This is an optimization exercise on Yosys and OpenROAD, whose aim is small area, a short achievable clock period and few clock cycles, not a production implementation.
The RTL of this run was laid out without a check of its function.
Power is estimated from default activity; no workload was simulated.

==> flow/design.v <==
module cpu (
    input clk,
    input reset,
    output reg [31:0] iaddr,
    input [31:0] idata,
    output reg [31:0] daddr,
    input [31:0] drdata,
    output reg [31:0] dwdata,
    output reg [3:0] dwe
);
    reg [31:0] pc;
    reg [31:0] rf [1:31];
    reg        xv;
    reg [31:0] xa, xb;
    reg [11:0] ximm;
    reg [31:0] xtgt;         
    reg [31:0] xlink;        
    reg [4:0]  xrd;
    reg        xfw1, xfw2;   
    reg        xstl;         
    reg        xwen;
    reg [2:0]  xf3;
    reg        xalt, xload, xstore, xbr, xjalr, xjal, xut, xpred;
    reg [31:0] mres;         
    reg [31:0] mdw;
    reg [3:0]  mdwe;
    reg [4:0]  mrd;
    reg        mwe, mload;
    reg [2:0]  mf3;
    reg [31:0] ld;
    always @(*) begin
        case (mf3[1:0])
            2'b00: begin
                case (mres[1:0])
                    2'b00: ld[7:0] = drdata[7:0];
                    2'b01: ld[7:0] = drdata[15:8];
                    2'b10: ld[7:0] = drdata[23:16];
                    default: ld[7:0] = drdata[31:24];
                endcase
                ld[31:8] = {24{ld[7] & ~mf3[2]}};
            end
            2'b01: begin
                ld[15:0] = mres[1] ? drdata[31:16] : drdata[15:0];
                ld[31:16] = {16{ld[15] & ~mf3[2]}};
            end
            default: ld = drdata;
        endcase
    end
    wire [31:0] mwdata = mload ? ld : mres;
    always @(*) begin
        daddr = mres;
        dwdata = mdw;
        dwe = mdwe & {4{~reset}};
    end
    always @(posedge clk) begin
        if (mwe) rf[mrd] <= mwdata;
    end
    wire stall = xv & xstl;
    wire [31:0] a = xfw1 ? mres : xa;
    wire [31:0] b = xfw2 ? mres : xb;
    wire [31:0] addr = a + {{20{ximm[11]}}, ximm};
    wire [31:0] sum = xalt ? (a - b) : (a + b);
    reg [31:0] lt_t, eq_t;
    reg [15:0] lt1, eq1;
    reg [7:0]  lt2, eq2;
    reg [3:0]  lt3, eq3;
    reg [1:0]  lt4, eq4;
    integer k;
    always @(*) begin
        lt_t = ~a & b;
        eq_t = ~(a ^ b);
        for (k = 0; k < 16; k = k + 1) begin
            lt1[k] = lt_t[2*k+1] | (eq_t[2*k+1] & lt_t[2*k]);
            eq1[k] = eq_t[2*k+1] & eq_t[2*k];
        end
        for (k = 0; k < 8; k = k + 1) begin
            lt2[k] = lt1[2*k+1] | (eq1[2*k+1] & lt1[2*k]);
            eq2[k] = eq1[2*k+1] & eq1[2*k];
        end
        for (k = 0; k < 4; k = k + 1) begin
            lt3[k] = lt2[2*k+1] | (eq2[2*k+1] & lt2[2*k]);
            eq3[k] = eq2[2*k+1] & eq2[2*k];
        end
        for (k = 0; k < 2; k = k + 1) begin
            lt4[k] = lt3[2*k+1] | (eq3[2*k+1] & lt3[2*k]);
            eq4[k] = eq3[2*k+1] & eq3[2*k];
        end
    end
    wire ltu = lt4[1] | (eq4[1] & lt4[0]);
    wire eq  = eq4[1] & eq4[0];
    wire lts = ltu ^ a[31] ^ b[31];
    wire [4:0]  sh = b[4:0];
    wire [31:0] sra = $signed(a) >>> sh;
    reg  [31:0] alu;
    always @(*) begin
        case (xf3)
            3'b000: alu = sum;
            3'b001: alu = a << sh;
            3'b010: alu = {31'd0, lts};
            3'b011: alu = {31'd0, ltu};
            3'b100: alu = a ^ b;
            3'b101: alu = xalt ? sra : (a >> sh);
            3'b110: alu = a | b;
            default: alu = a & b;
        endcase
    end
    wire        cmp   = xf3[2] ? (xf3[1] ? ltu : lts) : eq;
    wire        cond  = (cmp ^ xf3[0]) & (xf3[2:1] != 2'b01);
    wire        xgo   = xv & ~xstl;
    wire        redir = xgo & ((xjalr & ~xpred) | (xbr & (cond ^ xpred)));
    wire [31:0] rtgt  = xjalr ? {addr[31:1], 1'b0} : (xpred ? xlink : xtgt);
    reg [3:0] sdwe;
    always @(*) begin
        case (xf3[1:0])
            2'b00: sdwe = 4'b0001 << addr[1:0];
            2'b01: sdwe = addr[0] ? 4'b0000 : (addr[1] ? 4'b1100 : 4'b0011);
            2'b10: sdwe = (addr[1:0] == 2'b00) ? 4'b1111 : 4'b0000;
            default: sdwe = 4'b0000;
        endcase
    end
    wire xwe = xgo & xwen & ~(xload & (xf3[1:0] == 2'b01) & addr[0]);
    always @(posedge clk) begin
        if (reset) begin
            mwe <= 1'b0;
            mdwe <= 4'd0;
        end else begin
            mwe <= xwe;
            mdwe <= (xgo & xstore) ? sdwe : 4'd0;
        end
        mres <= (xload | xstore) ? addr : ((xjal | xjalr) ? xlink : (xut ? xtgt : alu));
        mdw <= xf3[1] ? b : (xf3[0] ? {2{b[15:0]}} : {4{b[7:0]}});
        mrd <= xrd;
        mload <= xload;
        mf3 <= xf3;
    end
    always @(*) iaddr = pc;
    wire [6:0] op  = idata[6:0];
    wire [4:0] rd  = idata[11:7];
    wire [2:0] f3  = idata[14:12];
    wire [4:0] rs1 = idata[19:15];
    wire [4:0] rs2 = idata[24:20];
    wire [6:0] f7  = idata[31:25];
    wire is_load  = (op == 7'b0000011) & (f3 != 3'b011) & (f3[2:1] != 2'b11);
    wire is_store = (op == 7'b0100011) & ~f3[2] & (f3[1:0] != 2'b11);
    wire is_alu   = (op == 7'b0110011) &
                    ~(((f3 == 3'b000) | (f3 == 3'b101)) & ((f7 != 7'b0000000) & (f7 != 7'b0100000)));
    wire is_alui  = (op == 7'b0010011) &
                    ~((f3 == 3'b101) & (idata[31:26] != 6'b000000) & (idata[31:26] != 6'b010000));
    wire is_lui   = (op == 7'b0110111);
    wire is_auipc = (op == 7'b0010111);
    wire is_jal   = (op == 7'b1101111);
    wire is_jalr  = (op == 7'b1100111) & (f3 == 3'b000);
    wire is_br    = (op == 7'b1100011);
    wire use1 = is_load | is_store | is_alu | is_alui | is_jalr | is_br;
    wire use2 = is_store | is_alu | is_br;
    wire wen  = (rd != 5'd0) & (is_load | is_alu | is_alui | is_lui | is_auipc | is_jal | is_jalr);
    wire [31:0] imm_i = {{20{idata[31]}}, idata[31:20]};
    wire [20:0] imm_jb = is_jal ? {idata[31], idata[19:12], idata[20], idata[30:21], 1'b0}
                                : {{9{idata[31]}}, idata[7], idata[30:25], idata[11:8], 1'b0};
    wire [21:0] tlo    = {1'b0, pc[20:0]} + {1'b0, imm_jb};
    wire [10:0] pch_p  = pc[31:21] + 11'd1;
    wire [10:0] pch_m  = pc[31:21] - 11'd1;
    wire [10:0] thi    = (tlo[21] == idata[31]) ? pc[31:21] : (tlo[21] ? pch_p : pch_m);
    wire [31:0] ftgt   = {thi, tlo[20:0]};
    wire [31:0] flink  = pc + 32'd4;
    wire [19:0] ahi    = pc[31:12] + idata[31:12];
    wire [31:0] fut    = is_lui ? {idata[31:12], 12'd0} : {ahi, pc[11:0]};
    wire        x1busy = (xv & xwen & (xrd == 5'd1)) | (mwe & (mrd == 5'd1));
    wire        xut_w  = xv & xwen & xut;
    wire        jx     = xut_w & (xrd == rs1);
    wire        j0     = (rs1 == 5'd0);
    wire        jr1    = (rs1 == 5'd1) & (idata[31:20] == 12'd0) & ~x1busy;
    wire        jf     = j0 | jx | jr1;
    wire [12:0] jlo    = {1'b0, xtgt[11:0]} + {1'b0, idata[31:20]};
    wire [19:0] xth_p  = xtgt[31:12] + 20'd1;
    wire [19:0] xth_m  = xtgt[31:12] - 20'd1;
    wire [19:0] jhi    = (jlo[12] == idata[31]) ? xtgt[31:12] : (jlo[12] ? xth_p : xth_m);
    wire [31:0] jtgt   = j0 ? {imm_i[31:1], 1'b0} : (jx ? {jhi, jlo[11:1], 1'b0} : {rf[1][31:1], 1'b0});
    wire        fjmp  = is_jal | (is_br & idata[31]) | (is_jalr & jf);
    wire [31:0] fnext = is_jalr ? jtgt : ftgt;
    wire [31:0] r1 = (rs1 == 5'd0) ? 32'd0 : ((mwe & (mrd == rs1)) ? mwdata : rf[rs1]);
    wire [31:0] r2 = (rs2 == 5'd0) ? 32'd0 : ((mwe & (mrd == rs2)) ? mwdata : rf[rs2]);
    wire        xnw = xv & xwen;
    wire        fw1 = xnw & use1 & (xrd == rs1);
    wire        fw2 = xnw & use2 & (xrd == rs2);
    wire [31:0] pc_f = stall ? pc : (fjmp ? fnext : flink);
    always @(posedge clk) begin
        if (reset) begin
            pc <= 32'd0;
            xv <= 1'b0;
        end else begin
            pc <= redir ? rtgt : pc_f;
            if (~stall) xv <= ~redir;
        end
        if (stall) begin
            if (mwe & (mrd == xrd_rs1)) xa <= mwdata;
            if (mwe & (mrd == xrd_rs2)) xb <= mwdata;
            xfw1 <= 1'b0;
            xfw2 <= 1'b0;
            xstl <= 1'b0;
        end else begin
            xa <= r1;
            xb <= is_alui ? imm_i : r2;
            xfw1 <= fw1;
            xfw2 <= fw2;
            xstl <= (fw1 | fw2) & xload;
            ximm <= is_store ? {idata[31:25], idata[11:7]} : idata[31:20];
            xtgt <= (is_lui | is_auipc) ? fut : ftgt;
            xlink <= flink;
            xrd <= rd;
            xrd_rs1 <= use1 ? rs1 : 5'd0;
            xrd_rs2 <= use2 ? rs2 : 5'd0;
            xwen <= wen;
            xf3 <= f3;
            xalt <= (is_alu | (is_alui & (f3 == 3'b101))) & idata[30];
            xload <= is_load;
            xstore <= is_store;
            xbr <= is_br;
            xjalr <= is_jalr;
            xjal <= is_jal;
            xut <= is_lui | is_auipc;
            xpred <= fjmp;
        end
    end
    reg [4:0] xrd_rs1, xrd_rs2;
endmodule
==> flow/run.sh <==
#!/bin/bash
# synth_recipe.tcl (not shown) runs the flow's synth.tcl, then flattens the netlist and writes it again
# the make line also repeats each setting of config.mk as NAME=value (left out here)
make -C /OpenROAD-flow-scripts/flow DESIGN_CONFIG=/design/flow/config.mk WORK_HOME=/design/flow/orfs CLKGATE_MAP_FILE= SYNTH_SCRIPT=/design/flow/synth_recipe.tcl finish
==> flow/config.mk <==
export PLATFORM = sky130hd
export DESIGN_NAME = cpu
export DESIGN_NICKNAME = cpu
export VERILOG_FILES = /design/flow/design.v
export SDC_FILE = /design/flow/constraint.sdc
export NUM_CORES = 8
export LEC_CHECK = 0
export CAP_MARGIN = 20
export CORE_MARGIN = 2
export CORE_UTILIZATION = 40
export SETUP_SLACK_MARGIN = 5
export SLEW_MARGIN = 20
export TNS_END_PERCENT = 0
==> flow/constraint.sdc <==
create_clock -name core_clock -period 10.0 [get_ports {clk}]
set_input_delay 2.0000 -clock core_clock [delete_from_list [all_inputs] [get_ports {clk}]]
set_output_delay 2.0000 -clock core_clock [all_outputs]
set_load 0.01 [all_outputs]
==> impl_results.md <==
* Sequential-to-total area share from yosys stat at 49.2%
* Largest net degree at the start of global routing at 145
* R2R cell count at 14
* FF+latch count, synth at 1273
* Leakage at 0.0301 µW
* Commonest cells in the netlist: edfxtp_1 (1159), mux2i_1 (480), nor2_1 (465), a21oi_1 (454), mux4_2 (444)
* Tcrit/Tclk final at 62.1%
* Final setup fails at 0
* Post-synthesis xor/xnor area fraction at 2.35%
* Data arrival, critical path at 6870 ps
* R2R setup slack at 3820 ps
* Synthesized Nets at 6429
* Footprint of the multi-input gates at 36500 µm²
* Pwr/cell area at 175 nW/µm²
* Final net count at 6534
* Hold Crit Depth at 0
* Initial antenna violation count at 13
* RSZ-0062 raised after global routing: true
* CTS Sinks at 1273
* Congestion Overflow GR at 0
* Core box area at 187000 µm²
* Cell family contributing the most delay on the critical path: buffers and inverters
* Slew @ Worst Pin at 1260 ps
* Synth Area in Compound Gates at 13.4%
* Simple-Gate Fraction of Synth Area at 7.50%
* Most common cell in the netlist: edfxtp_1
* Clock insertion delay at the later pin of the skew report at 840 ps
* H-tree Lvls at 4
* Synth Flop Type: edfxtp_1
* Hold crit path type: reg2reg
* Bufs and invs on worst path at 22
* Crit path kind: in2reg
* CTS buffer count at 141
* Root buffer cell: clkbuf_16
* Area growth, synth to finish at 13.6%
* Hold wc startpoint: xrd[3]$_DFFE_PN_
* Via count at 58050
* # IOs at 166
* Ys Warns at 1
* Yosys top cell area share at 46.2%
* Setup_tns at 0 ps
* Hold Path Sink: mrd[3]$_DFF_P_
* DIE WIDTH at 438 µm
* CTS tree: yes
* Drt wl/cell at 35.9 µm
* Clk_skew at 47.4 ps
* DRT Wirelength at 317000 µm
* Fill count at 16942
* Leading area contributor after synthesis: edfxtp_1
* Die height at 438 µm
* Hold-fix buffers at CTS at 0
* Final ANT Viol Nets at 0
* Share of layout cells above drive strength 1 at 16.7%
* Avg Inst Size Synth at 12.3 µm²
* Final setup margin at 3790 ps
* Critical Path Fanout Max at 26
* # Max-Cap Violations at 0
* Crit path required time at 10660 ps
* Crit Reg-Reg Endpoint: pc[19]$_SDFFE_PP0P_
* Post-route insts no fill at 8834
* Global-route wire length before repair at 439000 µm
* Distinct cells, synth at 95
* Hold WS at 470 ps
* Row count at 159
* Mapped Cells at 6118
* Peak supply drop at 0.131 mV
* Inst Count DP at 8523
* I/O Buffers at 165
* Largest stage delay, worst path at 520 ps
* Minimum clock period after layout at 6210 ps
* Storage cell area at 37100 µm²
* Outcome: no timing/DRC/antenna violations
* Number of global-route vias before repair at 55943
* TritonRoute pass-1 iters at 6
* Pre-CTS WS at 1740 ps
* Post-Synth Adder-Cell Area at 4.14%
* Worst Setup Start Kind: input port
* Final hold viol count at 0
* Drt first-iter violations at 7577
* Synth area leaders: edfxtp_1 (46%), mux4_2 (13%), mux2i_1 (6.4%)
* Worst setup EP type: flop
* Initial Util at 40.2%
* Count of final max-slew check failures at 0
* FFs w/ async S/R, synth at 0%
* Slowest CP cell: or4_1
* Tot GR Track Use at 32.3%
* Post-synth EDFFs at 1159
* Worst path most repeated cell: buf_4
* Mux cell area share after synthesis at 20.3%
* FF-to-FF Start: mres[29]$_DFF_P_
* Slew headroom at 15.3%
* Main combinational cell family by area after synthesis: multiplexers
* Dpl cell area at 80300 µm²
* Clock slew seen by the registers of the worst setup and hold paths at 70 ps
* Fmax at 161 MHz
* Global placer's final weighted congestion at 1.04
* Vias per cell at 6.57
* Die area at 192000 µm²
* Design area at 85600 µm²
* DRC at 0
* Synthesized area at 75300 µm²
* HPWL reported at the end of detailed placement at 218000 µm
* Clock Tree Buf Depth at 3
## state kept, by name, indices dropped and copies added (netlist names), 32 cells and up
| register | cells |
|---|---|
| xtgt | 32 |
| xb | 32 |
| xa | 32 |
| mres | 32 |
| rf | 992 |
| pc | 32 |
| mdw | 32 |
| xlink | 32 |
## worst reg2reg max path, cell delays in order (launching register included)
cell and delay, ps:
dfxtp_1 800, mux2_2 440, inv_1 140, ha_1 380
nor4_1 860, and4_1 590, nand3_1 270, o2bb2ai_1 240
nor2b_1 190, mux2i_1 110, o221ai_2 160, o21ai_4 270
nor2_4 850, o211ai_1 420, a32o_1 340
## through the flow
step	utilization (%)	total power (µW)
after floorplan	-	8290
after global placement	42.8	9690
after detailed placement	42.8	9680
after CTS	45.6	14900
after global routing	45.7	15400
final	45.7	14900
## logic make-up after synthesis
family	count (synthesis)
multiplexers	963
XOR/XNOR	202
AO/OA/AOI/OAI	1579
AND/OR/NAND/NOR	1244
buffers and inverters	612
flip-flops	1273
adder cells (fa/ha/maj)	245
## routing by layer
| metal | global-route usage, % | vias to the layer above | routed length [µm] |
|---|---|---|---|
| met3 | 6.83 | 817 | 29100 |
| met2 | 50.5 | 3298 | 145000 |
| met5 | 0 | - | 99 |
| li1 | - | 24292 | - |
| met4 | 20.9 | 14 | 24000 |
| met1 | 40.8 | 29629 | 119000 |
## area by class of cell
cell class / count / area share, %
flip-flops and latches: 1273 / 43.3
multi-input cells: 4233 / 42.7
clock buffers: 180 / 4.34
repair buffers: 394 / 4.22
well taps: 2495 / 3.65
clock inverters: 74 / 0.958
inverters: 180 / 0.807
diodes: 5 / 0.0146
## report_power, final
group | leakage, µW | internal [µW] | switching, µW | total (µW)
Clock | 0.00220 | 2930 | 2310 | 5230
Sequential | 0.0118 | 6140 | 217 | 6360
Combinational | 0.0161 | 1140 | 2210 | 3350
## timing repair
action | 4_1_cts | 5_1_grt
resized for setup | 48 | 16
setup buffers | 40 | 6
gates cloned | 3 | 1
endpoints found under the setup margin | 363 | 549
pin swaps | 16 | 17
## worst max-delay path by stage
| stage | end | slack [ps] | cells past startpoint | startpoint |
|---|---|---|---|---|
| 2_1_floorplan | pc[31]$_SDFFE_PP0P_ | 3350 | 25 | idata[5] |
| 3_3_place_gp | pc[31]$_SDFFE_PP0P_ | 1770 | 25 | idata[5] |
| 3_5_place_dp | pc[31]$_SDFFE_PP0P_ | 1740 | 25 | idata[5] |
| 4_1_cts | pc[31]$_SDFFE_PP0P_ | 3990 | 26 | idata[4] |
| 5_1_grt | pc[28]$_SDFFE_PP0P_ | 3710 | 21 | idata[20] |
| 6_report | pc[5]$_SDFFE_PP0P_ | 3790 | 28 | idata[4] |
## cell usage in the layout (no fill, tap or decap), drive strengths merged, types with 31 or more instances in the layout
master	count
edfxtp	1159
clkbuf	183
a21oi	454
ha	238
inv	186
nor3	92
a22oi	35
a31oi	65
dfxtp	114
o22ai	98
nand2	355
a211oi	91
a21o	65
buf	238
nor2b	46
xor2	60
clkinv	54
a221oi	113
nand3	68
mux2i	484
o21a	31
nor2	466
mux2	35
o21ai	336
mux4	444
nand2b	48
clkdlybuf4s50	148
o211ai	90
xnor2	142

separate check: timing with driven ports:
The flow's constraints put no driver on any port. The routed layout listed below was extracted and timed again, unchanged, in two steps.
Step 1: set_driving_cell puts a clkbuf_16 on clk and a buf_2 on each other input, an assumption about the parent block.
Step 2 moves the port delays by t, midway between the first and last clock arrival at a register: inputs arrive t later, outputs are due t later. That takes back most of the time a late clock gives input paths.
a / b / c = ideal / step 1 / step 2; a / b = the first two.
t (ns): 0.905
setup slack, ns: 3.788 / 3.695 / 2.790
worst hold slack (ns): 0.470 / 0.470 / 0.470
worst setup path at the end: input to register
After both steps setup and hold are still met in this run. For this run, drivers alone change the setup slack by -0.093 ns; drivers and shift together by -0.998 ns.
